This is an optimization exercise on Yosys and OpenROAD, whose aim is small area, a short achievable clock period and few clock cycles, not a production implementation.
Function was checked by simulation only, so behaviour that the tests miss may differ from the original.

==> flow/design.v, too long to show whole: its modules and the start of the top module <==
// module multiplier: 9 lines
// module umul15: 419 lines
// module fadd: 10 lines
// module s1neuron: 55 lines
// module rmac: 37 lines
// module s2neuron: 31 lines
// module ctrl: 35 lines
// module top: 25 lines
module top (
    input          clk,
    input          reset,
    input          start,
    input  [127:0] IN,
    output [3:0]   addr_r,
    output [3:0]   addr_c,
    input  [127:0] Wr,
    input  [127:0] Wc,
    output         done,
    output [127:0] Y
);
  // ...
==> flow/flow/run.sh <==
#!/bin/bash
set -euo pipefail
bash standard.sh "BUFFER_PORTS_ARGS=-buffer_cell sky130_fd_sc_hd__buf_1" \
    SETUP_SLACK_MARGIN=26.8 finish > standard_flow.log 2>&1
==> flow/standard.sh <==
#!/bin/bash
# synth_recipe.tcl (not shown) runs the flow's synth.tcl, then flattens the netlist and writes it again
# the make line also repeats each setting of config.mk as NAME=value (left out here)
make -C /OpenROAD-flow-scripts/flow DESIGN_CONFIG=/design/flow/config.mk WORK_HOME=/design/flow/orfs CLKGATE_MAP_FILE= SYNTH_SCRIPT=/design/flow/synth_recipe.tcl "${@:-finish}"
==> flow/config.mk <==
export PLATFORM = sky130hd
export DESIGN_NAME = top
export DESIGN_NICKNAME = top
export VERILOG_FILES = /design/flow/design.v
export SDC_FILE = /design/flow/constraint.sdc
export NUM_CORES = 4
export LEC_CHECK = 0
export CAP_MARGIN = 20
export CORE_MARGIN = 2
export CORE_UTILIZATION = 45
export PLACE_DENSITY = 0.6
export SLEW_MARGIN = 20
export SYNTH_HIERARCHICAL = 1
export SYNTH_MINIMUM_KEEP_SIZE = 0
==> flow/constraint.sdc <==
create_clock -name core_clock -period 35.0 [get_ports {clk}]
set_input_delay 7.0000 -clock core_clock [delete_from_list [all_inputs] [get_ports {clk}]]
set_output_delay 7.0000 -clock core_clock [all_outputs]
set_load 0.01 [all_outputs]
==> flow_metrics.py, run 1 <==
metrics = {
    "status": {
        "outcome": "complete, no violations",
    },
    "timing": {
        "timing.final.crit_share_pct": 23.9,
        "whs_ps": 463,
        "rsz0062_at_grt": "yes",
    },
    "cells_and_area": {
        "clock_area_share_pct": 2.40,
        "finalInstanceArea_sq_um": 71600,
        "final_util_pct": 50.5,
        "largest_register_ffs": 128,
        "regMostFlops": "s2n.lane.mac.y",
        "multi_input_area_share_pct": 72.7,
        "antenna_cells": 1,
    },
    "worst_hold_path": {
        "holdCritStartpoint": "s1n.opx[31]$_DFF_P_",
        "hold_path_depth": 1,
    },
    "placement": {
        "placed_cell_area_sq_um": 68300,
        "place_inst": 8544,
        "dp_hpwl_microns": 133000,
    },
    "yosys": {
        "synthAdderAreaFrac_pct": 51.6,
        "yosys.area.top_type_share_pct": 46.1,
        "synth_top_family_by_area": "adder cells",
        "synth_most_common_cell": "nand2_1",
        "synth_mux_area_share_pct": 3.38,
        "synth_commonest_cells": "1788 x nand2_1, 1480 x fa_1, 404 x inv_1",
        "synth_flop_cell": "dfxtp_1",
    },
    "critical_path": {
        "arrival_ps": 1370,
        "crit_type": "register to output pin",
        "path_cells": "buf_6",
    },
    "grt": {
        "antenna_found_initial": 2,
        "grtUsageMet2_pct": 42.5,
        "grt_pass1_vias": 52543,
    },
    "clock_tree": {
        "insertion_delay_ps": 670,
        "clk_transition_reported_paths_ps": 60,
        "root_buffer": "clkbuf_16",
        "clock_sinks": 428,
    },
    "detailed_routing": {
        "drc": 0,
        "avgViaCountPerCell": 5.45,
        "dr_wl_met2_microns": 88000,
        "wl_per_cell_microns": 20.6,
    },
    "floorplan": {
        "chipHeight_microns": 382,
    },
}
Testbench counts, summed over its fixed seeds: cycles 10,240.
==> module s1neuron, before the edit <==
module s1neuron #(parameter G = 2, parameter CW = 5) (
    input              clk,
    input  [CW-1:0]    cnt,
    input              busy,
    input  [127:0]     IN,
    input  [127:0]     Wr,
    output reg [15:0]  h
);
    localparam Q = 8 / G;
    localparam LG = (G <= 2) ? 1 : (G <= 4) ? 2 : 3;
    wire [CW-1:0] u = cnt;
    wire [LG-1:0] g = (G == 1) ? 0 : u[LG-1:0];
    reg  [16*Q-1:0] opx, opw;
    reg  [16*Q-1:0] prod;
    wire [16*Q-1:0] pw;
    reg  [15:0] acc;
    function [15:0] smacc;
        input [15:0] acc;
        input [15:0] p;
        reg         as;
        reg  [16:0] t;
        begin
            as = acc[15] & (|acc[14:0]);       
            t  = {as, as, acc[14:0]} + {p[15], p[15], p[14:0] ^ {15{p[15]}}} + {16'd0, p[15]};
            smacc = {t[16], t[14:0]};
        end
    endfunction
    genvar i;
    generate
        for (i = 0; i < Q; i = i + 1) begin : lane
            always @(posedge clk) begin
                opx[16*i +: 16] <= IN[16*(g*Q+i) +: 16];
                opw[16*i +: 16] <= Wr[16*(g*Q+i) +: 16];
            end
            multiplier mul (.a(opx[16*i +: 16]), .b(opw[16*i +: 16]), .p(pw[16*i +: 16]));
        end
    endgenerate
    always @(posedge clk) prod <= pw;
    wire [CW-1:0] u2 = cnt - 2;
    wire          act = (cnt >= 2) && (cnt < 8*G+2);
    wire          first = (G == 1) ? 1'b1 : (u2[LG-1:0] == 0);
    wire          last  = (G == 1) ? 1'b1 : (u2[LG-1:0] == G-1);
    wire [16*(Q+1)-1:0] chain;
    assign chain[15:0] = first ? 16'd0 : acc;
    generate
        for (i = 0; i < Q; i = i + 1) begin : fold
            assign chain[16*(i+1) +: 16] = smacc(chain[16*i +: 16], prod[16*i +: 16]);
        end
    endgenerate
    wire [15:0] s = chain[16*Q +: 16];
    always @(posedge clk) begin
        if (act) acc <= s;
        if (act && last) h <= s[15] ? 16'd0 : s;
    end
endmodule
==> run 2: changes to the inputs <==
--- a/flow/design.v
+++ b/flow/design.v
@@ -428,2 +428,441 @@
 endmodule
+module multiplier_s (
+    input  [15:0] a,
+    input  [15:0] b,
+    output [15:0] p
+);
+    wire [14:0] m;
+    umul15_s mag (.a(a[14:0]), .b(b[14:0]), .p(m));
+    assign p = {a[15] ^ b[15], m};
+endmodule
+module umul15_s (
+    input  [14:0] a,
+    input  [14:0] b,
+    output [14:0] p
+);
+    wire [224:0] pp;
+    genvar i, j;
+    generate
+        for (i = 0; i < 15; i = i + 1) begin : row
+            for (j = 0; j < 15; j = j + 1) begin : col
+                assign pp[i*15+j] = ~(a[i] & b[j]);
+            end
+        end
+    endgenerate
+    wire n1, n2;
+    fadd h0 (.a(pp[13]), .b(pp[27]), .c(1'b1), .s(n1), .co(n2));
+    wire n3, n4;
+    fadd f1 (.a(pp[14]), .b(pp[28]), .c(pp[42]), .s(n3), .co(n4));
+    wire n5, n6;
+    fadd h2 (.a(pp[56]), .b(pp[70]), .c(1'b1), .s(n5), .co(n6));
+    wire n7, n8;
+    fadd f3 (.a(pp[29]), .b(pp[43]), .c(pp[57]), .s(n7), .co(n8));
+    wire n9, n10;
+    fadd h4 (.a(pp[71]), .b(pp[85]), .c(1'b1), .s(n9), .co(n10));
+    wire n11, n12;
+    fadd f5 (.a(pp[44]), .b(pp[58]), .c(pp[72]), .s(n11), .co(n12));
+    wire n13, n14;
+    fadd h6 (.a(pp[9]), .b(pp[23]), .c(1'b1), .s(n13), .co(n14));
+    wire n15, n16;
+    fadd f7 (.a(pp[10]), .b(pp[24]), .c(pp[38]), .s(n15), .co(n16));
+    wire n17, n18;
+    fadd h8 (.a(pp[52]), .b(pp[66]), .c(1'b1), .s(n17), .co(n18));
+    wire n19, n20;
+    fadd f9 (.a(pp[11]), .b(pp[25]), .c(pp[39]), .s(n19), .co(n20));
+    wire n21, n22;
+    fadd f10 (.a(pp[53]), .b(pp[67]), .c(pp[81]), .s(n21), .co(n22));
+    wire n23, n24;
+    fadd h11 (.a(pp[95]), .b(pp[109]), .c(1'b1), .s(n23), .co(n24));
+    wire n25, n26;
+    fadd f12 (.a(pp[12]), .b(pp[26]), .c(pp[40]), .s(n25), .co(n26));
+    wire n27, n28;
+    fadd f13 (.a(pp[54]), .b(pp[68]), .c(pp[82]), .s(n27), .co(n28));
+    wire n29, n30;
+    fadd f14 (.a(pp[96]), .b(pp[110]), .c(pp[124]), .s(n29), .co(n30));
+    wire n31, n32;
+    fadd h15 (.a(pp[138]), .b(pp[152]), .c(1'b1), .s(n31), .co(n32));
+    wire n33, n34;
+    fadd f16 (.a(n1), .b(pp[41]), .c(pp[55]), .s(n33), .co(n34));
+    wire n35, n36;
+    fadd f17 (.a(pp[69]), .b(pp[83]), .c(pp[97]), .s(n35), .co(n36));
+    wire n37, n38;
+    fadd f18 (.a(pp[111]), .b(pp[125]), .c(pp[139]), .s(n37), .co(n38));
+    wire n39, n40;
+    fadd f19 (.a(pp[153]), .b(pp[167]), .c(pp[181]), .s(n39), .co(n40));
+    wire n41, n42;
+    fadd f20 (.a(n3), .b(n5), .c(pp[84]), .s(n41), .co(n42));
+    wire n43, n44;
+    fadd f21 (.a(pp[98]), .b(pp[112]), .c(pp[126]), .s(n43), .co(n44));
+    wire n45, n46;
+    fadd f22 (.a(pp[140]), .b(pp[154]), .c(pp[168]), .s(n45), .co(n46));
+    wire n47, n48;
+    fadd f23 (.a(pp[182]), .b(pp[196]), .c(pp[210]), .s(n47), .co(n48));
+    wire n49, n50;
+    fadd f24 (.a(n7), .b(n9), .c(pp[99]), .s(n49), .co(n50));
+    wire n51, n52;
+    fadd f25 (.a(pp[113]), .b(pp[127]), .c(pp[141]), .s(n51), .co(n52));
+    wire n53, n54;
+    fadd f26 (.a(pp[155]), .b(pp[169]), .c(pp[183]), .s(n53), .co(n54));
+    wire n55, n56;
+    fadd f27 (.a(pp[197]), .b(pp[211]), .c(n4), .s(n55), .co(n56));
+    wire n57, n58;
+    fadd f28 (.a(n11), .b(pp[86]), .c(pp[100]), .s(n57), .co(n58));
+    wire n59, n60;
+    fadd f29 (.a(pp[114]), .b(pp[128]), .c(pp[142]), .s(n59), .co(n60));
+    wire n61, n62;
+    fadd f30 (.a(pp[156]), .b(pp[170]), .c(pp[184]), .s(n61), .co(n62));
+    wire n63, n64;
+    fadd f31 (.a(pp[198]), .b(pp[212]), .c(n8), .s(n63), .co(n64));
+    wire n65, n66;
+    fadd f32 (.a(pp[59]), .b(pp[73]), .c(pp[87]), .s(n65), .co(n66));
+    wire n67, n68;
+    fadd f33 (.a(pp[101]), .b(pp[115]), .c(pp[129]), .s(n67), .co(n68));
+    wire n69, n70;
+    fadd f34 (.a(pp[143]), .b(pp[157]), .c(pp[171]), .s(n69), .co(n70));
+    wire n71, n72;
+    fadd f35 (.a(pp[185]), .b(pp[199]), .c(pp[213]), .s(n71), .co(n72));
+    wire n73, n74;
+    fadd f36 (.a(pp[74]), .b(pp[88]), .c(pp[102]), .s(n73), .co(n74));
+    wire n75, n76;
+    fadd f37 (.a(pp[116]), .b(pp[130]), .c(pp[144]), .s(n75), .co(n76));
+    wire n77, n78;
+    fadd f38 (.a(pp[158]), .b(pp[172]), .c(pp[186]), .s(n77), .co(n78));
+    wire n79, n80;
+    fadd f39 (.a(pp[89]), .b(pp[103]), .c(pp[117]), .s(n79), .co(n80));
+    wire n81, n82;
+    fadd f40 (.a(pp[131]), .b(pp[145]), .c(pp[159]), .s(n81), .co(n82));
+    wire n83, n84;
+    fadd f41 (.a(pp[104]), .b(pp[118]), .c(pp[132]), .s(n83), .co(n84));
+    wire n85, n86;
+    fadd h42 (.a(pp[6]), .b(pp[20]), .c(1'b1), .s(n85), .co(n86));
+    wire n87, n88;
+    fadd f43 (.a(pp[7]), .b(pp[21]), .c(pp[35]), .s(n87), .co(n88));
+    wire n89, n90;
+    fadd h44 (.a(pp[49]), .b(pp[63]), .c(1'b1), .s(n89), .co(n90));
+    wire n91, n92;
+    fadd f45 (.a(pp[8]), .b(pp[22]), .c(pp[36]), .s(n91), .co(n92));
+    wire n93, n94;
+    fadd f46 (.a(pp[50]), .b(pp[64]), .c(pp[78]), .s(n93), .co(n94));
+    wire n95, n96;
+    fadd h47 (.a(pp[92]), .b(pp[106]), .c(1'b1), .s(n95), .co(n96));
+    wire n97, n98;
+    fadd f48 (.a(n13), .b(pp[37]), .c(pp[51]), .s(n97), .co(n98));
+    wire n99, n100;
+    fadd f49 (.a(pp[65]), .b(pp[79]), .c(pp[93]), .s(n99), .co(n100));
+    wire n101, n102;
+    fadd f50 (.a(pp[107]), .b(pp[121]), .c(pp[135]), .s(n101), .co(n102));
+    wire n103, n104;
+    fadd f51 (.a(n15), .b(n17), .c(pp[80]), .s(n103), .co(n104));
+    wire n105, n106;
+    fadd f52 (.a(pp[94]), .b(pp[108]), .c(pp[122]), .s(n105), .co(n106));
+    wire n107, n108;
+    fadd f53 (.a(pp[136]), .b(pp[150]), .c(n14), .s(n107), .co(n108));
+    wire n109, n110;
+    fadd f54 (.a(n19), .b(n21), .c(n23), .s(n109), .co(n110));
+    wire n111, n112;
+    fadd f55 (.a(pp[123]), .b(pp[137]), .c(pp[151]), .s(n111), .co(n112));
+    wire n113, n114;
+    fadd f56 (.a(pp[165]), .b(n16), .c(n18), .s(n113), .co(n114));
+    wire n115, n116;
+    fadd f57 (.a(n25), .b(n27), .c(n29), .s(n115), .co(n116));
+    wire n117, n118;
+    fadd f58 (.a(n31), .b(pp[166]), .c(pp[180]), .s(n117), .co(n118));
+    wire n119, n120;
+    fadd f59 (.a(n20), .b(n22), .c(n24), .s(n119), .co(n120));
+    wire n121, n122;
+    fadd f60 (.a(n33), .b(n35), .c(n37), .s(n121), .co(n122));
+    wire n123, n124;
+    fadd f61 (.a(n39), .b(pp[195]), .c(n26), .s(n123), .co(n124));
+    wire n125, n126;
+    fadd f62 (.a(n28), .b(n30), .c(n32), .s(n125), .co(n126));
+    wire n127, n128;
+    fadd f63 (.a(n41), .b(n43), .c(n45), .s(n127), .co(n128));
+    wire n129, n130;
+    fadd f64 (.a(n47), .b(n2), .c(n34), .s(n129), .co(n130));
+    wire n131, n132;
+    fadd f65 (.a(n36), .b(n38), .c(n40), .s(n131), .co(n132));
+    wire n133, n134;
+    fadd f66 (.a(n49), .b(n51), .c(n53), .s(n133), .co(n134));
+    wire n135, n136;
+    fadd f67 (.a(n55), .b(n6), .c(n42), .s(n135), .co(n136));
+    wire n137, n138;
+    fadd f68 (.a(n44), .b(n46), .c(n48), .s(n137), .co(n138));
+    wire n139, n140;
+    fadd f69 (.a(n57), .b(n59), .c(n61), .s(n139), .co(n140));
+    wire n141, n142;
+    fadd f70 (.a(n63), .b(n10), .c(n50), .s(n141), .co(n142));
+    wire n143, n144;
+    fadd f71 (.a(n52), .b(n54), .c(n56), .s(n143), .co(n144));
+    wire n145, n146;
+    fadd f72 (.a(n65), .b(n67), .c(n69), .s(n145), .co(n146));
+    wire n147, n148;
+    fadd f73 (.a(n71), .b(n12), .c(n58), .s(n147), .co(n148));
+    wire n149, n150;
+    fadd f74 (.a(n60), .b(n62), .c(n64), .s(n149), .co(n150));
+    wire n151, n152;
+    fadd f75 (.a(n73), .b(n75), .c(n77), .s(n151), .co(n152));
+    wire n153, n154;
+    fadd f76 (.a(pp[200]), .b(pp[214]), .c(n66), .s(n153), .co(n154));
+    wire n155, n156;
+    fadd f77 (.a(n68), .b(n70), .c(n72), .s(n155), .co(n156));
+    wire n157, n158;
+    fadd f78 (.a(n79), .b(n81), .c(pp[173]), .s(n157), .co(n158));
+    wire n159, n160;
+    fadd f79 (.a(pp[187]), .b(pp[201]), .c(pp[215]), .s(n159), .co(n160));
+    wire n161, n162;
+    fadd f80 (.a(n74), .b(n76), .c(n78), .s(n161), .co(n162));
+    wire n163, n164;
+    fadd f81 (.a(n83), .b(pp[146]), .c(pp[160]), .s(n163), .co(n164));
+    wire n165, n166;
+    fadd f82 (.a(pp[174]), .b(pp[188]), .c(pp[202]), .s(n165), .co(n166));
+    wire n167, n168;
+    fadd f83 (.a(pp[216]), .b(n80), .c(n82), .s(n167), .co(n168));
+    wire n169, n170;
+    fadd f84 (.a(pp[119]), .b(pp[133]), .c(pp[147]), .s(n169), .co(n170));
+    wire n171, n172;
+    fadd f85 (.a(pp[161]), .b(pp[175]), .c(pp[189]), .s(n171), .co(n172));
+    wire n173, n174;
+    fadd f86 (.a(pp[203]), .b(pp[217]), .c(n84), .s(n173), .co(n174));
+    wire n175, n176;
+    fadd f87 (.a(pp[134]), .b(pp[148]), .c(pp[162]), .s(n175), .co(n176));
+    wire n177, n178;
+    fadd f88 (.a(pp[176]), .b(pp[190]), .c(pp[204]), .s(n177), .co(n178));
+    wire n179, n180;
+    fadd f89 (.a(pp[149]), .b(pp[163]), .c(pp[177]), .s(n179), .co(n180));
+    wire n181, n182;
+    fadd h90 (.a(pp[4]), .b(pp[18]), .c(1'b1), .s(n181), .co(n182));
+    wire n183, n184;
+    fadd f91 (.a(pp[5]), .b(pp[19]), .c(pp[33]), .s(n183), .co(n184));
+    wire n185, n186;
+    fadd h92 (.a(pp[47]), .b(pp[61]), .c(1'b1), .s(n185), .co(n186));
+    wire n187, n188;
+    fadd f93 (.a(n85), .b(pp[34]), .c(pp[48]), .s(n187), .co(n188));
+    wire n189, n190;
+    fadd f94 (.a(pp[62]), .b(pp[76]), .c(pp[90]), .s(n189), .co(n190));
+    wire n191, n192;
+    fadd f95 (.a(n87), .b(n89), .c(pp[77]), .s(n191), .co(n192));
+    wire n193, n194;
+    fadd f96 (.a(pp[91]), .b(pp[105]), .c(n86), .s(n193), .co(n194));
+    wire n195, n196;
+    fadd f97 (.a(n91), .b(n93), .c(n95), .s(n195), .co(n196));
+    wire n197, n198;
+    fadd f98 (.a(pp[120]), .b(n88), .c(n90), .s(n197), .co(n198));
+    wire n199, n200;
+    fadd f99 (.a(n97), .b(n99), .c(n101), .s(n199), .co(n200));
+    wire n201, n202;
+    fadd f100 (.a(n92), .b(n94), .c(n96), .s(n201), .co(n202));
+    wire n203, n204;
+    fadd f101 (.a(n103), .b(n105), .c(n107), .s(n203), .co(n204));
+    wire n205, n206;
+    fadd f102 (.a(n98), .b(n100), .c(n102), .s(n205), .co(n206));
+    wire n207, n208;
+    fadd f103 (.a(n109), .b(n111), .c(n113), .s(n207), .co(n208));
+    wire n209, n210;
+    fadd f104 (.a(n104), .b(n106), .c(n108), .s(n209), .co(n210));
+    wire n211, n212;
+    fadd f105 (.a(n115), .b(n117), .c(n119), .s(n211), .co(n212));
+    wire n213, n214;
+    fadd f106 (.a(n110), .b(n112), .c(n114), .s(n213), .co(n214));
+    wire n215, n216;
+    fadd f107 (.a(n121), .b(n123), .c(n125), .s(n215), .co(n216));
+    wire n217, n218;
+    fadd f108 (.a(n116), .b(n118), .c(n120), .s(n217), .co(n218));
+    wire n219, n220;
+    fadd f109 (.a(n127), .b(n129), .c(n131), .s(n219), .co(n220));
+    wire n221, n222;
+    fadd f110 (.a(n122), .b(n124), .c(n126), .s(n221), .co(n222));
+    wire n223, n224;
+    fadd f111 (.a(n133), .b(n135), .c(n137), .s(n223), .co(n224));
+    wire n225, n226;
+    fadd f112 (.a(n128), .b(n130), .c(n132), .s(n225), .co(n226));
+    wire n227, n228;
+    fadd f113 (.a(n139), .b(n141), .c(n143), .s(n227), .co(n228));
+    wire n229, n230;
+    fadd f114 (.a(n134), .b(n136), .c(n138), .s(n229), .co(n230));
+    wire n231, n232;
+    fadd f115 (.a(n145), .b(n147), .c(n149), .s(n231), .co(n232));
+    wire n233, n234;
+    fadd f116 (.a(n140), .b(n142), .c(n144), .s(n233), .co(n234));
+    wire n235, n236;
+    fadd f117 (.a(n151), .b(n153), .c(n155), .s(n235), .co(n236));
+    wire n237, n238;
+    fadd f118 (.a(n146), .b(n148), .c(n150), .s(n237), .co(n238));
+    wire n239, n240;
+    fadd f119 (.a(n157), .b(n159), .c(n161), .s(n239), .co(n240));
+    wire n241, n242;
+    fadd f120 (.a(n152), .b(n154), .c(n156), .s(n241), .co(n242));
+    wire n243, n244;
+    fadd f121 (.a(n163), .b(n165), .c(n167), .s(n243), .co(n244));
+    wire n245, n246;
+    fadd f122 (.a(n158), .b(n160), .c(n162), .s(n245), .co(n246));
+    wire n247, n248;
+    fadd f123 (.a(n169), .b(n171), .c(n173), .s(n247), .co(n248));
+    wire n249, n250;
+    fadd f124 (.a(n164), .b(n166), .c(n168), .s(n249), .co(n250));
+    wire n251, n252;
+    fadd f125 (.a(n175), .b(n177), .c(pp[218]), .s(n251), .co(n252));
+    wire n253, n254;
+    fadd f126 (.a(n170), .b(n172), .c(n174), .s(n253), .co(n254));
+    wire n255, n256;
+    fadd f127 (.a(n179), .b(pp[191]), .c(pp[205]), .s(n255), .co(n256));
+    wire n257, n258;
+    fadd f128 (.a(pp[219]), .b(n176), .c(n178), .s(n257), .co(n258));
+    wire n259, n260;
+    fadd f129 (.a(pp[164]), .b(pp[178]), .c(pp[192]), .s(n259), .co(n260));
+    wire n261, n262;
+    fadd f130 (.a(pp[206]), .b(pp[220]), .c(n180), .s(n261), .co(n262));
+    wire n263, n264;
+    fadd h131 (.a(pp[3]), .b(pp[17]), .c(1'b1), .s(n263), .co(n264));
+    wire n265, n266;
+    fadd f132 (.a(n181), .b(pp[32]), .c(pp[46]), .s(n265), .co(n266));
+    wire n267, n268;
+    fadd f133 (.a(n183), .b(n185), .c(pp[75]), .s(n267), .co(n268));
+    wire n269, n270;
+    fadd f134 (.a(n187), .b(n189), .c(n184), .s(n269), .co(n270));
+    wire n271, n272;
+    fadd f135 (.a(n191), .b(n193), .c(n188), .s(n271), .co(n272));
+    wire n273, n274;
+    fadd f136 (.a(n195), .b(n197), .c(n192), .s(n273), .co(n274));
+    wire n275, n276;
+    fadd f137 (.a(n199), .b(n201), .c(n196), .s(n275), .co(n276));
+    wire n277, n278;
+    fadd f138 (.a(n203), .b(n205), .c(n200), .s(n277), .co(n278));
+    wire n279, n280;
+    fadd f139 (.a(n207), .b(n209), .c(n204), .s(n279), .co(n280));
+    wire n281, n282;
+    fadd f140 (.a(n211), .b(n213), .c(n208), .s(n281), .co(n282));
+    wire n283, n284;
+    fadd f141 (.a(n215), .b(n217), .c(n212), .s(n283), .co(n284));
+    wire n285, n286;
+    fadd f142 (.a(n219), .b(n221), .c(n216), .s(n285), .co(n286));
+    wire n287, n288;
+    fadd f143 (.a(n223), .b(n225), .c(n220), .s(n287), .co(n288));
+    wire n289, n290;
+    fadd f144 (.a(n227), .b(n229), .c(n224), .s(n289), .co(n290));
+    wire n291, n292;
+    fadd f145 (.a(n231), .b(n233), .c(n228), .s(n291), .co(n292));
+    wire n293, n294;
+    fadd f146 (.a(n235), .b(n237), .c(n232), .s(n293), .co(n294));
+    wire n295, n296;
+    fadd f147 (.a(n239), .b(n241), .c(n236), .s(n295), .co(n296));
+    wire n297, n298;
+    fadd f148 (.a(n243), .b(n245), .c(n240), .s(n297), .co(n298));
+    wire n299, n300;
+    fadd f149 (.a(n247), .b(n249), .c(n244), .s(n299), .co(n300));
+    wire n301, n302;
+    fadd f150 (.a(n251), .b(n253), .c(n248), .s(n301), .co(n302));
+    wire n303, n304;
+    fadd f151 (.a(n255), .b(n257), .c(n252), .s(n303), .co(n304));
+    wire n305, n306;
+    fadd f152 (.a(n259), .b(n261), .c(n256), .s(n305), .co(n306));
+    wire n307, n308;
+    fadd h153 (.a(pp[2]), .b(pp[16]), .c(1'b1), .s(n307), .co(n308));
+    wire n309, n310;
+    fadd f154 (.a(n263), .b(pp[31]), .c(pp[45]), .s(n309), .co(n310));
+    wire n311, n312;
+    fadd f155 (.a(n265), .b(pp[60]), .c(n264), .s(n311), .co(n312));
+    wire n313, n314;
+    fadd f156 (.a(n267), .b(n182), .c(n266), .s(n313), .co(n314));
+    wire n315, n316;
+    fadd f157 (.a(n269), .b(n186), .c(n268), .s(n315), .co(n316));
+    wire n317, n318;
+    fadd f158 (.a(n271), .b(n190), .c(n270), .s(n317), .co(n318));
+    wire n319, n320;
+    fadd f159 (.a(n273), .b(n194), .c(n272), .s(n319), .co(n320));
+    wire n321, n322;
+    fadd f160 (.a(n275), .b(n198), .c(n274), .s(n321), .co(n322));
+    wire n323, n324;
+    fadd f161 (.a(n277), .b(n202), .c(n276), .s(n323), .co(n324));
+    wire n325, n326;
+    fadd f162 (.a(n279), .b(n206), .c(n278), .s(n325), .co(n326));
+    wire n327, n328;
+    fadd f163 (.a(n281), .b(n210), .c(n280), .s(n327), .co(n328));
+    wire n329, n330;
+    fadd f164 (.a(n283), .b(n214), .c(n282), .s(n329), .co(n330));
+    wire n331, n332;
+    fadd f165 (.a(n285), .b(n218), .c(n284), .s(n331), .co(n332));
+    wire n333, n334;
+    fadd f166 (.a(n287), .b(n222), .c(n286), .s(n333), .co(n334));
+    wire n335, n336;
+    fadd f167 (.a(n289), .b(n226), .c(n288), .s(n335), .co(n336));
+    wire n337, n338;
+    fadd f168 (.a(n291), .b(n230), .c(n290), .s(n337), .co(n338));
+    wire n339, n340;
+    fadd f169 (.a(n293), .b(n234), .c(n292), .s(n339), .co(n340));
+    wire n341, n342;
+    fadd f170 (.a(n295), .b(n238), .c(n294), .s(n341), .co(n342));
+    wire n343, n344;
+    fadd f171 (.a(n297), .b(n242), .c(n296), .s(n343), .co(n344));
+    wire n345, n346;
+    fadd f172 (.a(n299), .b(n246), .c(n298), .s(n345), .co(n346));
+    wire n347, n348;
+    fadd f173 (.a(n301), .b(n250), .c(n300), .s(n347), .co(n348));
+    wire n349, n350;
+    fadd f174 (.a(n303), .b(n254), .c(n302), .s(n349), .co(n350));
+    wire n351, n352;
+    fadd f175 (.a(n305), .b(n258), .c(n304), .s(n351), .co(n352));
+    wire [24:0] x = ~{n351, n349, n347, n345, n343, n341, n339, n337, n335, n333, n331, n329, n327, n325, n323, n321, n319, n317, n315, n313, n311, n309, n307, pp[1], pp[0]};
+    wire [24:0] y = ~{n350, n348, n346, n344, n342, n340, n338, n336, n334, n332, n330, n328, n326, n324, n322, n320, n318, n316, n314, n312, n310, n308, pp[30], pp[15], 1'b1};
+    wire [10:0] lo;
+    assign lo[0] = 1'b0;
+    assign lo[1] = (x[0] & y[0]) | ((x[0] | y[0]) & lo[0]);
+    assign lo[2] = (x[1] & y[1]) | ((x[1] | y[1]) & lo[1]);
+    assign lo[3] = (x[2] & y[2]) | ((x[2] | y[2]) & lo[2]);
+    assign lo[4] = (x[3] & y[3]) | ((x[3] | y[3]) & lo[3]);
+    assign lo[5] = (x[4] & y[4]) | ((x[4] | y[4]) & lo[4]);
+    assign lo[6] = (x[5] & y[5]) | ((x[5] | y[5]) & lo[5]);
+    assign lo[7] = (x[6] & y[6]) | ((x[6] | y[6]) & lo[6]);
+    assign lo[8] = (x[7] & y[7]) | ((x[7] | y[7]) & lo[7]);
+    assign lo[9] = (x[8] & y[8]) | ((x[8] | y[8]) & lo[8]);
+    assign lo[10] = (x[9] & y[9]) | ((x[9] | y[9]) & lo[9]);
+    wire [14:0] hg = x[24:10] & y[24:10];
+    wire [14:0] hp = x[24:10] ^ y[24:10];
+    wire bg0 = hg[0] | (hp[0] & lo[10]);
+    wire bg1 = hg[1] | (hp[1] & bg0);
+    wire bp1 = hp[1] & hp[0];
+    wire bg2 = hg[3] | (hp[3] & hg[2]);
+    wire bp2 = hp[3] & hp[2];
+    wire bg3 = hg[5] | (hp[5] & hg[4]);
+    wire bp3 = hp[5] & hp[4];
+    wire bg4 = hg[7] | (hp[7] & hg[6]);
+    wire bp4 = hp[7] & hp[6];
+    wire bg5 = hg[9] | (hp[9] & hg[8]);
+    wire bp5 = hp[9] & hp[8];
+    wire bg6 = hg[11] | (hp[11] & hg[10]);
+    wire bp6 = hp[11] & hp[10];
+    wire bg7 = hg[13] | (hp[13] & hg[12]);
+    wire bp7 = hp[13] & hp[12];
+    wire bg8 = bg2 | (bp2 & bg1);
+    wire bp8 = bp2 & bp1;
+    wire bg9 = bg4 | (bp4 & bg3);
+    wire bp9 = bp4 & bp3;
+    wire bg10 = bg6 | (bp6 & bg5);
+    wire bp10 = bp6 & bp5;
+    wire bg11 = bg9 | (bp9 & bg8);
+    wire bp11 = bp9 & bp8;
+    wire bg12 = bg10 | (bp10 & bg11);
+    wire bp12 = bp10 & bp11;
+    wire bg13 = bg3 | (bp3 & bg8);
+    wire bp13 = bp3 & bp8;
+    wire bg14 = bg5 | (bp5 & bg11);
+    wire bp14 = bp5 & bp11;
+    wire bg15 = bg7 | (bp7 & bg12);
+    wire bp15 = bp7 & bp12;
+    wire bg16 = hg[2] | (hp[2] & bg1);
+    wire bp16 = hp[2] & bp1;
+    wire bg17 = hg[4] | (hp[4] & bg8);
+    wire bp17 = hp[4] & bp8;
+    wire bg18 = hg[6] | (hp[6] & bg13);
+    wire bp18 = hp[6] & bp13;
+    wire bg19 = hg[8] | (hp[8] & bg11);
+    wire bp19 = hp[8] & bp11;
+    wire bg20 = hg[10] | (hp[10] & bg14);
+    wire bp20 = hp[10] & bp14;
+    wire bg21 = hg[12] | (hp[12] & bg12);
+    wire bp21 = hp[12] & bp12;
+    wire bg22 = hg[14] | (hp[14] & bg15);
+    wire bp22 = hp[14] & bp15;
+    wire [14:0] cy = {bg22, bg15, bg21, bg12, bg20, bg14, bg19, bg11, bg18, bg13, bg17, bg8, bg16, bg1, bg0};
+    assign p = hp ^ {cy[13:0], lo[10]};
+endmodule
 module fadd (
@@ -472,3 +911,3 @@
             end
-            multiplier mul (.a(opx[16*i +: 16]), .b(opw[16*i +: 16]), .p(pw[16*i +: 16]));
+            multiplier_s mul (.a(opx[16*i +: 16]), .b(opw[16*i +: 16]), .p(pw[16*i +: 16]));
         end
==> flow_metrics.py, run 2 <==
metrics = {
    "status": {
        "outcome": "complete, no violations",
    },
    "critical_path": {
        "worstReg2RegStart": "s1n.h[9]$_SDFFCE_PP0P_",
        "crit_fanout": 2,
        "rr_endpoint": "s2n.lane[0].mac.y[12]$_DFFE_PP_",
        "crit_family": "flip-flops",
        "worstSetupStartpointType": "register",
        "path_buf_inv": 1,
        "arrival_ps": 1280,
        "critPathRequiredTime_ps": 28000,
        "r2r_setup_slack_ps": 27030,
        "crit_cells": 1,
        "critPathSlowestCell": "edfxtp_1",
        "endpoint_kind": "output pin",
        "crit_type": "register to output pin",
        "slowest_delay_ps": 450,
        "path_cells": "clkbuf_2",
        "r2r_cells": 26,
    },
    "cells_and_area": {
        "final_cell_mix": "1792 x nand2_1, 1474 x fa_1, 410 x buf_1",
        "layout_commonest_cell": "nand2_1",
        "fillers": 13000,
        "regMostFlops": "s2n.lane.mac.y",
        "layout.nets": 8826,
        "antenna_cells": 0,
        "area_growth_pct": 11.1,
        "largest_register_ffs": 128,
        "drive_gt1_share_pct": 9.86,
    },
    "clock_tree": {
        "ctsHoldBuffers": 0,
        "root_buffer": "clkbuf_16",
        "cts_htree_levels": 2,
        "clock_sinks": 428,
        "insertion_delay_ps": 690,
        "cts_made_buffers": 53,
        "cts_tree": "built",
        "clockBufferDepth": 3,
        "clk_transition_reported_paths_ps": 60,
    },
    "timing": {
        "tightest_slew_ps": 1050,
        "rsz0062_at_grt": "yes",
        "finClkSkew_ps": 54.0,
        "setup-tns-final_ps": 0,
        "setup_viol": 0,
        "slew_viol_final": 0,
        "timing.final.crit_share_pct": 23.7,
        "slew_headroom_pct": 30.2,
        "fin_crit_ps": 8280,
        "hold_viol_final": 0,
        "whs_ps": 461,
        "max_freq_mhz": 121,
    },
    "yosys": {
        "yosys.area.top_type_share_pct": 46.4,
        "synthTopCellsByArea": "fa_1 46%, nand2_1 11%, dfxtp_1 8.4%",
        "synth_area_sq_um": 63900,
        "synth_most_common_cell": "nand2_1",
        "synth_area_per_cell_sq_um": 10.3,
        "synth_edf_count": 159,
        "yosys_warnings": 10,
        "synth_cells": 6190,
        "synth_flop_cell": "dfxtp_1",
        "synth_commonest_cells": "1792 x nand2_1, 1480 x fa_1, 340 x inv_1",
        "synth_top_cell_by_area": "fa_1",
        "ys_ff_latch": 428,
        "ys_seq_area_share_pct": 15.9,
        "ys_types": 96,
        "async_flop_share_pct": 0,
    },
    "worst_hold_path": {
        "hold_path_depth": 1,
        "holdCritStartpoint": "s1n.opx[31]$_DFF_P_",
        "min_to": "s1n.prod[31]$_DFF_P_",
        "min-delay-path-class": "register to register",
    },
    "placement": {
        "port_buffers": 521,
        "gp_congestion": 0.868,
        "dp_hpwl_microns": 128000,
    },
    "grt": {
        "grt_pass1_vias": 51422,
        "grt_max_degree": 77,
        "grt_remaining_overflow": 0,
        "antenna_found_initial": 4,
        "grt_usage_pct": 24.3,
        "grt_pass1_wl_microns": 279000,
    },
    "floorplan": {
        "dieArea_sq_um": 145000,
        "fp-row-count": 138,
        "core_area_sq_um": 141000,
        "chipHeight_microns": 381,
        "die_w_microns": 381,
        "start_util_pct": 45.2,
        "boundaryPins": 524,
    },
    "detailed_routing": {
        "drc": 0,
        "avgViaCountPerCell": 5.45,
        "antenna_left": 0,
        "wl_per_cell_microns": 20.4,
        "wl_microns": 176000,
        "dr.pass1.iters": 6,
        "vias": 47118,
        "drt_iter0_markers": 2971,
    },
    "flow_run": {
        "maxCapViolCount": 0,
    },
}
## run 2: cell count changes in the layout (fill, tap and decap cells not counted), moves of 15 or more
| cell | delta |
|---|---|
| nor2_1 | -15 |
| xnor2_1 | +20 |
| buf_6 | -16 |
| ha_1 | -24 |
| nand2b_1 | +16 |
| buf_4 | +17 |
| xor2_1 | -16 |
| inv_1 | -64 |
## run 2: worst max-delay path by stage
| stage | from | end | slack [ps] |
|---|---|---|---|
| after global placement | s1n.h[9]$_SDFFCE_PP0P_ | s2n.lane[3].mac.y[10]$_DFFE_PP_ | 26300 |
| after floorplan | start | ctrl_path.cnt[4]$_SDFFE_PP0P_ | 27370 |
| after CTS | s2n.lane[2].mac.y[24]$_DFFE_PP_ | Y[104] | 26660 |
| after global routing | s2n.lane[2].mac.y[24]$_DFFE_PP_ | Y[104] | 26680 |
| final | s2n.lane[2].mac.y[24]$_DFFE_PP_ | Y[104] | 26720 |
| after detailed placement | s1n.h[9]$_SDFFCE_PP0P_ | s2n.lane[0].mac.y[10]$_DFFE_PP_ | 26170 |
## run 2: cell families after synthesis
family,share of synthesized area (%)
and+or+nand+nor,14.7
adders and majority gates,51.4
buffers and inverters,4.06
AOI/OAI and AO/OA,6.24
DFF,15.9
xor gates and xnor gates,4.05
muxes,3.59
other,0.0588
## run 2: stage by stage
step	instance area (sq um)	worst slack, ps	utilization (%)	cells
after floorplan	64300	27370	-	6295
after global placement	67900	26300	48.1	8463
after detailed placement	67900	26170	48.1	8463
after CTS	70200	26660	49.7	8600
after global routing	71000	26680	50.3	8642
final	71000	26720	50.3	8642
## run 2: metal layers
metal | wire length (microns) | part of all wire (%) | vias to the layer above | global-route usage [%]
met1 | 70600 | 40 | 24148 | 31.8
met5 | 0 | 0 | - | 0
li1 | - | - | 20617 | -
met2 | 86800 | 49 | 2033 | 42.1
met4 | 5710 | 3.2 | 0 | 7.13
met3 | 13200 | 7.5 | 320 | 3.38
## run 2: worst reg2reg max path: stages, from the launching register on
cell and delay (ps):
edfxtp_1 420, buf_6 170, buf_12 170, nand2_1 100
fa_1 520, fa_1 520, fa_1 520, fa_1 520
fa_1 550, inv_1 50, ha_1 180, nor3_1 190
a32oi_1 140, fa_2 370, fa_2 420, a21o_1 180
a21o_2 210, fa_1 370, xor2_1 180, xor2_1 150
ha_1 430, o211ai_2 110, a21oi_1 80, o311a_1 460
a211o_4 420, nand2_2 160, nor2_1 100
## run 2: Yosys stat by module (local to each module, per instance), a selection
module        times used  flops+latches  cells inside  cell area (sq um)
multiplier_s           4              0             1               8.76
multiplier             4              0             1               8.76
fadd                1408              0             1               20.0
umul15_s               4              0           348               1700
umul15                 4              0           363               1800
## run 2: layout make-up
class | instances | area (sq um) | area share [%]
inverters | 344 | 1290 | 1.82
clock buffers | 66 | 1460 | 2.06
well taps | 1890 | 2360 | 3.33
repair buffers | 671 | 3570 | 5.03
clock inverters | 34 | 375 | 0.529
multi-input cells | 5209 | 51700 | 72.9
flip-flops and latches | 428 | 10200 | 14.3
## run 2: repair_timing
| item | in CTS | in global routing |
|---|---|---|
| endpoints found under the setup margin | 249 | 269 |
| endpoints found under the hold margin | 0 | 0 |
| resized for setup | 63 | 149 |
| pin swaps | 1 | 22 |
| buffers inserted | 36 | 34 |
| gates cloned | 1 | 8 |
Testbench counts of run 2, summed over its fixed seeds: cycles 10,240.
==> run 3: changes to the inputs <==
==> flow/flow/run.sh (replaced) <==
#!/bin/bash
set -euo pipefail
bash standard.sh "BUFFER_PORTS_ARGS=-buffer_cell sky130_fd_sc_hd__buf_1" \
    SETUP_SLACK_MARGIN=26.65 finish > standard_flow.log 2>&1
==> flow_metrics.py, run 3 <==
metrics = {
    "cells_and_area": {
        "fillers": 13075,
        "final_util_pct": 49.6,
        "drive_gt1_share_pct": 7.14,
        "final_cell_mix": "1792 x nand2_1, 1477 x fa_1, 521 x buf_1",
        "antenna_cells": 0,
        "largest_register_ffs": 128,
        "layout.nets": 8755,
        "area_growth_pct": 9.67,
        "layout_commonest_cell": "nand2_1",
        "finalInstanceArea_sq_um": 70000,
        "multi_input_area_sq_um": 51700,
        "regMostFlops": "s2n.lane.mac.y",
        "regArea_sq_um": 10200,
    },
    "grt": {
        "grt_usage_pct": 24.2,
        "top_usage_layer": "met2",
        "grt_pass1_vias": 51258,
        "use_met3_pct": 3.37,
        "antenna_found_initial": 5,
        "grt_max_degree": 77,
        "grtUsageMet1_pct": 31.7,
        "grt_remaining_overflow": 0,
        "grt_pass1_wl_microns": 278000,
        "grtUsageMet2_pct": 42.0,
    },
    "floorplan": {
        "start_util_pct": 45.2,
        "fp-row-count": 138,
        "core_area_sq_um": 141000,
        "dieArea_sq_um": 145000,
        "chipHeight_microns": 381,
        "die_w_microns": 381,
        "boundaryPins": 524,
    },
    "yosys": {
        "yosys.area.top_type_share_pct": 46.4,
        "synth_area_per_cell_sq_um": 10.3,
        "yosys_warnings": 10,
        "async_flop_share_pct": 0,
        "synth_cells": 6190,
        "ys_ff_latch": 428,
        "synth_most_common_cell": "nand2_1",
        "ys_types": 96,
        "synth_top_cell_by_area": "fa_1",
        "synth_flop_cell": "dfxtp_1",
        "synth_edf_count": 159,
        "synth_area_sq_um": 63900,
        "synthTopCellsByArea": "fa_1 46%, nand2_1 11%, dfxtp_1 8.4%",
        "ys_seq_area_share_pct": 15.9,
        "synth_commonest_cells": "1792 x nand2_1, 1480 x fa_1, 340 x inv_1",
    },
    "detailed_routing": {
        "wl_per_cell_microns": 20.3,
        "avgViaCountPerCell": 5.45,
        "drc": 0,
        "wl_microns": 174000,
        "dr.pass1.iters": 6,
        "vias": 46730,
        "antenna_left": 0,
        "drt_iter0_markers": 2962,
    },
    "critical_path": {
        "r2r_setup_slack_ps": 26950,
        "arrival_ps": 1290,
        "r2r_cells": 24,
        "critPathRequiredTime_ps": 28000,
        "crit_family": "flip-flops",
        "path_cells": "buf_1",
        "endpoint_kind": "output pin",
        "worstSetupStartpointType": "register",
        "critPathSlowestCell": "edfxtp_1",
        "crit_type": "register to output pin",
        "crit_fanout": 2,
        "path_buf_inv": 1,
        "worstReg2RegStart": "s1n.h[9]$_SDFFCE_PP0P_",
        "rr_endpoint": "s2n.lane[3].mac.y[26]$_DFFE_PP_",
        "slowest_delay_ps": 350,
    },
    "clock_tree": {
        "insertion_delay_ps": 680,
        "cts_htree_levels": 2,
        "cts_tree": "built",
        "cts_made_buffers": 53,
        "root_buffer": "clkbuf_16",
        "clk_transition_reported_paths_ps": 60,
        "clockBufferDepth": 3,
        "clock_sinks": 428,
    },
    "worst_hold_path": {
        "holdCritStartpoint": "s1n.opx[31]$_DFF_P_",
        "min-delay-path-class": "register to register",
        "hold_path_depth": 1,
        "min_to": "s1n.prod[31]$_DFF_P_",
    },
    "timing": {
        "fin_crit_ps": 8290,
        "max_freq_mhz": 121,
        "slew_viol_final": 0,
        "setup-tns-final_ps": 0,
        "rsz0062_at_grt": "yes",
        "finClkSkew_ps": 52.8,
        "timing.final.crit_share_pct": 23.7,
        "tightest_slew_ps": 1050,
        "finalWorstSetupSlack_ps": 26710,
        "hold_viol_final": 0,
        "setup_viol": 0,
        "slew_headroom_pct": 30.2,
    },
    "placement": {
        "dp_hpwl_microns": 128000,
        "placed_cell_area_sq_um": 67900,
        "port_buffers": 521,
        "pre_cts_ws_ps": 26170,
        "gp_congestion": 0.868,
    },
    "flow_run": {
        "maxCapViolCount": 0,
    },
    "status": {
        "outcome": "complete, no violations",
    },
}
run 3: metal layers:
metal,routed length [microns],vias up
met5,0,-
met4,4860,0
met3,12000,281
met2,86200,1884
met1,70700,24094
li1,-,20471
run 3: final cells by class:
cell class	count	share of cell area, %
multi-input combinational	5208	73.8
clock buffer	66	2.08
clock inverter	34	0.536
tap	1890	3.38
timing repair buffer	601	3.82
inverter	344	1.84
sequential	428	14.5
run 3: cell families (layout without fill, tap and decap cells):
logic type / after synthesis / in the layout / synth area share, %
AND/OR/NAND/NOR: 2292 / 2293 / 14.7
other: 10 / 115 / 0.0588
buffers and inverters: 660 / 1045 / 4.06
flip-flops: 428 / 428 / 15.9
adder cells (fa/ha/maj): 1736 / 1736 / 51.4
XOR/XNOR: 289 / 289 / 4.05
multiplexers: 205 / 205 / 3.59
AO/OA/AOI/OAI: 570 / 570 / 6.24
run 3: per-stage QoR:
stage,hold WS [ps],instances
after floorplan,406,6295
after global placement,457,8463
after detailed placement,462,8463
after CTS,471,8565
after global routing,488,8571
final,461,8571
run 3: worst max path at each step:
stage	end	slack, ps	cells after the start	start
global placement	s2n.lane[3].mac.y[10]$_DFFE_PP_	26300	24	s1n.h[9]$_SDFFCE_PP0P_
finish	Y[52]	26710	1	s2n.lane[3].mac.y[4]$_DFFE_PP_
CTS	Y[104]	26660	1	s2n.lane[2].mac.y[24]$_DFFE_PP_
global route	s2n.lane[1].mac.y[26]$_DFFE_PP_	26630	24	s1n.h[9]$_SDFFCE_PP0P_
detailed placement	s2n.lane[0].mac.y[10]$_DFFE_PP_	26170	24	s1n.h[9]$_SDFFCE_PP0P_
floorplan	ctrl_path.cnt[4]$_SDFFE_PP0P_	27370	4	start
run 3: what timing repair did:
| action | CTS | global route |
|---|---|---|
| pin swaps | 0 | 9 |
| gates cloned | 0 | 2 |
| endpoints found under the hold margin | 0 | 0 |
| hold buffers | 0 | 0 |
| buffers inserted | 2 | 4 |
| endpoints found under the setup margin | 122 | 128 |
| gates resized for setup | 11 | 52 |
run 3: per-module statistics from Yosys (local to each module, per instance), excerpt:
module | copies in the design | flip-flops and latches
multiplier | 4 | 0
fadd | 1408 | 0
umul15_s | 4 | 0
multiplier_s | 4 | 0
umul15 | 4 | 0
==> run 4: changes to the inputs <==
==> flow/flow/run.sh (replaced) <==
#!/bin/bash
set -euo pipefail
bash standard.sh "BUFFER_PORTS_ARGS=-buffer_cell sky130_fd_sc_hd__buf_1" \
    SETUP_SLACK_MARGIN=27.0 finish > standard_flow.log 2>&1
==> flow_metrics.py, run 4 <==
metrics = {
    "flow_run": {
        "maxCapViolCount": 0,
    },
    "floorplan": {
        "dieArea_sq_um": 145000,
        "core_area_sq_um": 141000,
        "boundaryPins": 524,
        "chipHeight_microns": 381,
        "die_w_microns": 381,
        "start_util_pct": 45.2,
        "fp-row-count": 138,
    },
    "yosys": {
        "yosys.area.top_type_share_pct": 46.4,
        "synth_most_common_cell": "nand2_1",
        "synth_area_sq_um": 63900,
        "ys_seq_area_share_pct": 15.9,
        "ys_ff_latch": 428,
        "synthTopCellsByArea": "fa_1 46%, nand2_1 11%, dfxtp_1 8.4%",
        "synth_top_cell_by_area": "fa_1",
        "ys_types": 96,
        "async_flop_share_pct": 0,
        "synth_edf_count": 159,
        "synth_cells": 6190,
        "synth_flop_cell": "dfxtp_1",
        "synth_area_per_cell_sq_um": 10.3,
        "yosys_warnings": 10,
        "synth_commonest_cells": "1792 x nand2_1, 1480 x fa_1, 340 x inv_1",
    },
    "critical_path": {
        "worstSetupStartpointType": "register",
        "critPathSlowestCell": "edfxtp_1",
        "path_cells": "clkbuf_2",
        "critPathRequiredTime_ps": 28000,
        "worstReg2RegStart": "s2n.opw[19]$_DFF_P_",
        "crit_fanout": 2,
        "crit_type": "register to output pin",
        "arrival_ps": 1280,
        "r2r_setup_slack_ps": 27170,
        "endpoint_kind": "output pin",
        "path_buf_inv": 1,
        "slowest_delay_ps": 450,
        "worstSetupStartpoint": "s2n.lane[2].mac.y[24]$_DFFE_PP_",
        "crit_family": "flip-flops",
    },
    "cells_and_area": {
        "final_cell_mix": "1792 x nand2_1, 1471 x fa_1, 402 x buf_1",
        "regArea_sq_um": 10200,
        "antenna_cells": 0,
        "final_util_pct": 50.5,
        "drive_gt1_share_pct": 10.6,
        "area_growth_pct": 11.7,
        "fillers": 12957,
        "regMostFlops": "s2n.lane.mac.y",
        "multi_input_area_sq_um": 51900,
        "layout.nets": 8845,
        "largest_register_ffs": 128,
        "layout_commonest_cell": "nand2_1",
    },
    "clock_tree": {
        "clk_transition_reported_paths_ps": 60,
        "insertion_delay_ps": 680,
        "root_buffer": "clkbuf_16",
        "clock_sinks": 428,
        "clockBufferDepth": 3,
        "cts_htree_levels": 2,
        "cts_tree": "built",
        "ctsHoldBuffers": 0,
        "cts_made_buffers": 53,
    },
    "grt": {
        "grt_usage_pct": 24.4,
        "grt_remaining_overflow": 0,
        "grt_pass1_vias": 51619,
        "grt_max_degree": 77,
        "antenna_found_initial": 4,
        "grt_pass1_wl_microns": 280000,
    },
    "timing": {
        "tightest_slew_ps": 1050,
        "setup-tns-final_ps": 0,
        "timing.final.crit_share_pct": 23.7,
        "hold_viol_final": 0,
        "max_freq_mhz": 121,
        "rsz0062_at_grt": "yes",
        "fin_crit_ps": 8280,
        "finClkSkew_ps": 51.3,
        "slew_headroom_pct": 30.2,
        "setup_viol": 0,
        "slew_viol_final": 0,
    },
    "detailed_routing": {
        "wl_microns": 178000,
        "avgViaCountPerCell": 5.44,
        "drt_iter0_markers": 3132,
        "antenna_left": 0,
        "dr.pass1.iters": 5,
        "vias": 47127,
        "wl_per_cell_microns": 20.5,
        "drc": 0,
    },
    "placement": {
        "gp_congestion": 0.868,
        "dp_hpwl_microns": 128000,
        "port_buffers": 521,
    },
    "worst_hold_path": {
        "min-delay-path-class": "register to register",
        "holdCritStartpoint": "s1n.opx[31]$_DFF_P_",
    },
    "status": {
        "outcome": "complete, no violations",
    },
}
## run 4: final timing paths
check / end / depth (start not counted)
worst max-delay path: Y[104] / 1
worst min-delay path: s1n.prod[31]$_DFF_P_ / 1
worst max register to register: s2n.lane[1].mac.y[30]$_DFFE_PP_ / 23
worst min register to register: s1n.prod[31]$_DFF_P_ / 1
## run 4: final cells by class
type | count | share of cell area [%]
multi-input cells | 5211 | 72.7
flip-flops and latches | 428 | 14.3
repair buffers | 688 | 5.31
well taps | 1890 | 3.31
clock buffers | 66 | 2.05
inverters | 344 | 1.81
clock inverters | 34 | 0.526
## run 4: per-stage QoR
stage / instance area (sq um) / setup slack, ps / hold slack, ps / instances
global placement: 67900 / 26300 / 457 / 8463
floorplan: 64300 / 27370 / 406 / 6295
detailed placement: 67900 / 26170 / 462 / 8463
finish: 71300 / 26720 / 461 / 8661
CTS: 70400 / 26660 / 471 / 8608
global route: 71300 / 26680 / 488 / 8661
## run 4: per-module statistics from Yosys, one instance, submodules excluded, excerpt
module / flip-flops and latches / cells inside / times used
umul15: 0 / 363 / 4
umul15_s: 0 / 348 / 4
fadd: 0 / 1 / 1408
multiplier: 0 / 1 / 4
multiplier_s: 0 / 1 / 4
## run 4: per-layer routing
layer | global-route usage [%] | wire [microns] | vias to the layer above
li1 | - | - | 20665
met1 | 32.0 | 71100 | 24166
met2 | 42.2 | 87800 | 1979
met3 | 3.30 | 13000 | 317
met4 | 7.44 | 5680 | 0
met5 | 0 | 0 | -
## run 4: cells by family (layout without fill, tap and decap cells)
group	Yosys count	in the layout	synth area share [%]
DFF	428	428	15.9
other	10	115	0.0588
adders and majority gates	1736	1736	51.4
AOI/OAI and AO/OA	570	570	6.24
buffers and inverters	660	1132	4.06
and+or+nand+nor	2292	2296	14.7
xor gates and xnor gates	289	289	4.05
muxes	205	205	3.59
## run 4: what timing repair did
| item | CTS | global route |
|---|---|---|
| cloned | 5 | 7 |
| pin swaps | 8 | 50 |
| endpoints found under the setup margin | 263 | 279 |
| resized for setup | 105 | 170 |
| setup buffers | 40 | 46 |
==> run 5: changes to the inputs <==
==> flow/flow/run.sh (replaced) <==
#!/bin/bash
set -euo pipefail
bash standard.sh "BUFFER_PORTS_ARGS=-buffer_cell sky130_fd_sc_hd__buf_1" \
    SETUP_SLACK_MARGIN=26.5 finish > standard_flow.log 2>&1
==> flow_metrics.py, run 5 <==
metrics = {
    "status": {
        "outcome": "complete, no violations",
    },
    "critical_path": {
        "critPathRequiredTime_ps": 28000,
        "crit_cells": 1,
        "arrival_ps": 1280,
        "endpoint_kind": "output pin",
        "path_cells": "buf_1",
        "r2r_cells": 24,
        "crit_fanout": 2,
        "crit_type": "register to output pin",
        "critPathSlowestCell": "edfxtp_1",
        "slowest_delay_ps": 350,
        "path_buf_inv": 1,
        "crit_family": "flip-flops",
        "worstSetupStartpointType": "register",
    },
    "grt": {
        "grt_max_degree": 77,
        "grt_pass1_vias": 51263,
        "antenna_found_initial": 5,
        "grt_remaining_overflow": 0,
        "grt_usage_pct": 24.2,
        "grt_pass1_wl_microns": 278000,
    },
    "timing": {
        "slew_headroom_pct": 29.9,
        "fin_crit_ps": 8280,
        "finClkSkew_ps": 53.7,
        "setup_viol": 0,
        "max_freq_mhz": 121,
        "tightest_slew_ps": 1050,
        "slew_viol_final": 0,
        "rsz0062_at_grt": "no",
        "setup-tns-final_ps": 0,
        "hold_viol_final": 0,
        "whs_ps": 461,
        "timing.final.crit_share_pct": 23.7,
    },
    "yosys": {
        "synthTopCellsByArea": "fa_1 46%, nand2_1 11%, dfxtp_1 8.4%",
        "synth_area_sq_um": 63900,
        "synth_top_cell_by_area": "fa_1",
        "synth_most_common_cell": "nand2_1",
        "ys_seq_area_share_pct": 15.9,
        "ys_ff_latch": 428,
        "ys_types": 96,
        "async_flop_share_pct": 0,
        "synth_edf_count": 159,
        "yosys_warnings": 10,
        "yosys.area.top_type_share_pct": 46.4,
        "synth_commonest_cells": "1792 x nand2_1, 1480 x fa_1, 340 x inv_1",
        "synth_flop_cell": "dfxtp_1",
        "synth_area_per_cell_sq_um": 10.3,
        "synth_cells": 6190,
    },
    "detailed_routing": {
        "vias": 46721,
        "wl_microns": 173000,
        "dr.pass1.iters": 6,
        "avgViaCountPerCell": 5.45,
        "drc": 0,
        "drt_iter0_markers": 3053,
        "antenna_left": 0,
        "wl_per_cell_microns": 20.2,
    },
    "cells_and_area": {
        "drive_gt1_share_pct": 6.95,
        "final_cell_mix": "1792 x nand2_1, 1479 x fa_1, 521 x buf_1",
        "largest_register_ffs": 128,
        "final_util_pct": 49.5,
        "regMostFlops": "s2n.lane.mac.y",
        "layout.nets": 8753,
        "finalInstanceArea_sq_um": 70000,
        "area_growth_pct": 9.53,
        "antenna_cells": 0,
        "fillers": 13091,
        "layout_commonest_cell": "nand2_1",
    },
    "clock_tree": {
        "cts_tree": "built",
        "insertion_delay_ps": 680,
        "cts_htree_levels": 2,
        "clock_sinks": 428,
        "root_buffer": "clkbuf_16",
        "cts_made_buffers": 53,
        "clk_transition_reported_paths_ps": 60,
        "clockBufferDepth": 3,
        "ctsHoldBuffers": 0,
    },
    "placement": {
        "gp_congestion": 0.868,
        "port_buffers": 521,
        "placed_cell_area_sq_um": 67900,
        "dp_hpwl_microns": 128000,
    },
    "floorplan": {
        "die_w_microns": 381,
        "boundaryPins": 524,
        "start_util_pct": 45.2,
        "fp-row-count": 138,
        "core_area_sq_um": 141000,
        "dieArea_sq_um": 145000,
        "chipHeight_microns": 381,
    },
    "worst_hold_path": {
        "min-delay-path-class": "register to register",
        "hold_path_depth": 1,
    },
    "flow_run": {
        "maxCapViolCount": 0,
    },
}
run 5: logic make-up after synthesis:
kind of cell               after synthesis  synth area share, %
DFF                                    428                 15.9
muxes                                  205                 3.59
adders and majority gates             1736                 51.4
AOI/OAI and AO/OA                      570                 6.24
xor gates and xnor gates               289                 4.05
buffers and inverters                  660                 4.06
and+or+nand+nor                       2292                 14.7
other                                   10               0.0588
run 5: timing repair:
item,4_1_cts,5_1_grt
gates resized for setup,6,40
cloned,0,2
buffers inserted,2,2
pin swaps,0,2
endpoints found under the setup margin,92,122
run 5: Yosys stat by module (local to each module, per instance), a selection:
module / times used / flip-flops and latches
multiplier_s: 4 / 0
fadd: 1408 / 0
umul15: 4 / 0
umul15_s: 4 / 0
multiplier: 4 / 0
run 5: area by class of cell:
| cell class | instances | area (sq um) | area share, % |
|---|---|---|---|
| multi-input combinational | 5208 | 51600 | 73.8 |
| timing repair buffer | 599 | 2660 | 3.80 |
| sequential | 428 | 10200 | 14.5 |
| clock buffer | 66 | 1460 | 2.09 |
| tap | 1890 | 2360 | 3.38 |
| inverter | 344 | 1290 | 1.85 |
| clock inverter | 34 | 375 | 0.537 |
run 5: path summary, 6_finish.rpt:
path                                                     start                             end  slack (ps)
worst max-delay path            s2n.lane[3].mac.y[4]$_DFFE_PP_                           Y[52]       26720
worst min register to register             s1n.opx[31]$_DFF_P_            s1n.prod[31]$_DFF_P_         460
worst max register to register          s1n.h[9]$_SDFFCE_PP0P_  s2n.lane[3].mac.y[6]$_DFFE_PP_       26820
worst min-delay path                       s1n.opx[31]$_DFF_P_            s1n.prod[31]$_DFF_P_         460
run 5: metal layers:
layer / vias to the layer above / global-route usage [%] / wire [microns]
li1: 20483 / - / -
met1: 24064 / 31.7 / 70700
met2: 1901 / 42.0 / 86100
met3: 273 / 3.35 / 12100
met4: 0 / 6.89 / 4610
met5: - / 0 / 0
run 5: through the flow:
step / std cells / worst slack, ps
after floorplan: 6295 / 27370
after global placement: 8463 / 26300
after detailed placement: 8463 / 26170
after CTS: 8565 / 26510
after global routing: 8569 / 26510
final: 8569 / 26720
==> run 6: changes to the inputs <==
==> flow/flow/run.sh (replaced) <==
#!/bin/bash
set -euo pipefail
bash standard.sh "BUFFER_PORTS_ARGS=-buffer_cell sky130_fd_sc_hd__buf_1" \
    SETUP_SLACK_MARGIN=26.3 finish > standard_flow.log 2>&1
==> flow_metrics.py, run 6 <==
metrics = {
    "critical_path": {
        "crit_fanout": 48,
        "path_buf_inv": 3,
        "arrival_ps": 8770,
        "crit_family": "adder cells",
        "cp_common_cell": "fa_1",
        "worstSetupStartpointType": "register",
        "critPathSlowestCell": "fa_1",
        "crit_type": "register to register",
        "endpoint_kind": "register",
        "critPathRequiredTime_ps": 35400,
        "slowest_delay_ps": 550,
    },
    "detailed_routing": {
        "drt_iter0_markers": 3039,
        "vias": 46698,
        "drc": 0,
        "antenna_left": 0,
        "avgViaCountPerCell": 5.45,
        "dr.pass1.iters": 6,
        "wl_microns": 173000,
        "wl_per_cell_microns": 20.2,
    },
    "cells_and_area": {
        "final_util_pct": 49.5,
        "fillers": 13105,
        "layout_commonest_cell": "nand2_1",
        "drive_gt1_share_pct": 6.71,
        "largest_register_ffs": 128,
        "layout.nets": 8752,
        "regMostFlops": "s2n.lane.mac.y",
        "area_growth_pct": 9.39,
        "final_cell_mix": "1792 x nand2_1, 1480 x fa_1, 521 x buf_1",
    },
    "yosys": {
        "synth_commonest_cells": "1792 x nand2_1, 1480 x fa_1, 340 x inv_1",
        "synth_area_sq_um": 63900,
        "synth_edf_count": 159,
        "synthTopCellsByArea": "fa_1 46%, nand2_1 11%, dfxtp_1 8.4%",
        "ys_ff_latch": 428,
        "synth_top_cell_by_area": "fa_1",
        "async_flop_share_pct": 0,
        "synth_cells": 6190,
        "yosys_warnings": 10,
        "synth_flop_cell": "dfxtp_1",
        "yosys.area.top_type_share_pct": 46.4,
        "synth_area_per_cell_sq_um": 10.3,
        "ys_seq_area_share_pct": 15.9,
        "ys_types": 96,
        "synth_most_common_cell": "nand2_1",
    },
    "clock_tree": {
        "clock_sinks": 428,
        "root_buffer": "clkbuf_16",
        "ctsHoldBuffers": 0,
        "insertion_delay_ps": 690,
        "clockBufferDepth": 3,
        "clk_transition_reported_paths_ps": 80,
        "cts_htree_levels": 2,
        "cts_tree": "built",
        "cts_made_buffers": 53,
    },
    "timing": {
        "whs_ps": 461,
        "finClkSkew_ps": 54.2,
        "timing.final.crit_share_pct": 23.9,
        "setup-tns-final_ps": 0,
        "slew_headroom_pct": 29.6,
        "fin_crit_ps": 8360,
        "setup_viol": 0,
        "rsz0062_at_grt": "no",
        "slew_viol_final": 0,
        "tightest_slew_ps": 1050,
        "hold_viol_final": 0,
        "max_freq_mhz": 120,
    },
    "grt": {
        "antenna_found_initial": 5,
        "grt_pass1_vias": 51256,
        "grtUsageMet1_pct": 31.7,
        "grt_max_degree": 77,
        "grtUsageMet2_pct": 42.0,
        "use_met3_pct": 3.35,
        "grt_remaining_overflow": 0,
        "grt_pass1_wl_microns": 278000,
        "top_usage_layer": "met2",
        "grt_usage_pct": 24.2,
    },
    "placement": {
        "port_buffers": 521,
        "dp_hpwl_microns": 128000,
        "gp_congestion": 0.868,
    },
    "floorplan": {
        "boundaryPins": 524,
        "dieArea_sq_um": 145000,
        "fp-row-count": 138,
        "die_w_microns": 381,
        "core_area_sq_um": 141000,
        "chipHeight_microns": 381,
        "start_util_pct": 45.2,
    },
    "worst_hold_path": {
        "min-delay-path-class": "register to register",
    },
    "flow_run": {
        "maxCapViolCount": 0,
    },
    "status": {
        "outcome": "complete, no violations",
    },
}
## run 6: worst paths after layout
check / from / endpoint / slack, ps / cells past startpoint
worst max register to register: s1n.h[9]$_SDFFCE_PP0P_ / s2n.lane[3].mac.y[6]$_DFFE_PP_ / 26640 / 25
worst min register to register: s1n.opx[31]$_DFF_P_ / s1n.prod[31]$_DFF_P_ / 460 / 1
worst max-delay path: s1n.h[9]$_SDFFCE_PP0P_ / s2n.lane[3].mac.y[6]$_DFFE_PP_ / 26640 / 25
worst min-delay path: s1n.opx[31]$_DFF_P_ / s1n.prod[31]$_DFF_P_ / 460 / 1
## run 6: metrics by stage
stage / cells / instance area, sq um / worst slack [ps]
2_1_floorplan: 6295 / 64300 / 27370
3_3_place_gp: 8463 / 67900 / 26300
3_5_place_dp: 8463 / 67900 / 26170
4_1_cts: 8563 / 69700 / 26300
5_1_grt: 8568 / 69900 / 26300
6_report: 8569 / 69900 / 26640
## run 6: kinds of logic after synthesis
logic type / after synthesis / share of synthesized area (%)
simple gates: 2292 / 14.7
fa+ha+maj: 1736 / 51.4
buf+inv: 660 / 4.06
compound gates: 570 / 6.24
flops: 428 / 15.9
xor+xnor: 289 / 4.05
mux: 205 / 3.59
other cells: 10 / 0.0588
## run 6: layer usage
metal / wire, microns / part of all wire, % / up-vias
li1: - / - / 20482
met1: 70000 / 40 / 23961
met2: 85800 / 50 / 1969
met3: 12500 / 7.2 / 286
met4: 4770 / 2.8 / 0
met5: 0 / 0 / -
## run 6: layout make-up
type / count / area (sq um) / share of cell area, %
flip-flops and latches: 428 / 10200 / 14.5
diodes: 1 / 2.50 / 0.00358
inverters: 344 / 1290 / 1.85
well taps: 1890 / 2360 / 3.38
clock buffers: 66 / 1460 / 2.09
clock inverters: 34 / 375 / 0.537
multi-input cells: 5207 / 51600 / 73.8
repair buffers: 599 / 2630 / 3.76
## run 6: worst reg2reg max path, delay by kind of cell (launching register included)
kind,cells,cell delay [ps]
simple gates,4,770
flops,1,390
buf+inv,3,450
xor+xnor,2,330
compound gates,6,1630
fa+ha+maj,10,4570
## run 6: Yosys stat by module (local to each module, per instance), excerpt
module	times used	area [sq um]
multiplier_s	4	8.76
fadd	1408	20.0
multiplier	4	8.76
umul15	4	1800
umul15_s	4	1700
## run 6: what timing repair did
item | in CTS | in global routing
gates resized for setup | 2 | 19
buffers inserted | 0 | 4
gates cloned | 0 | 1
setup endpoints to repair | 78 | 122

port drivers added, routing unchanged:
In the flow no input, the clock included, has a driving cell. The finished layouts below were timed again as built, in two steps.
Step 1 sets driving cells, clkbuf_16 on the clock port and buf_2 on the other inputs (assumed; they add their load-dependent delay and slew).
Step 2 moves the port delays by t, midway between the first and last clock arrival at a register: inputs arrive t later, outputs are due t later. That takes back most of the time a late clock gives input paths.
Slacks: no drivers / after step 1 / after step 2; pairs: no drivers / after step 1.
| run | t (ns) | slack for setup (ns) | hold slack, ns | worst setup path after step 2 |
|---|---|---|---|---|
| run 1 | 0.724 | 26.634 / 26.561 / 27.067 | 0.463 / 0.463 / 0.463 | register to register |
| run 2 | 0.746 | 26.722 / 26.640 / 27.028 | 0.461 / 0.461 / 0.461 | register to register |
| run 3 | 0.745 | 26.711 / 26.630 / 26.946 | 0.461 / 0.461 / 0.461 | register to register |
| run 4 | 0.746 | 26.721 / 26.639 / 27.174 | 0.461 / 0.461 / 0.461 | register to register |
| run 5 | 0.744 | 26.718 / 26.637 / 26.820 | 0.461 / 0.461 / 0.461 | register to register |
| run 6 | 0.746 | 26.639 / 26.632 / 26.639 | 0.461 / 0.461 / 0.461 | register to register |
After both steps setup and hold are still met in every run listed.
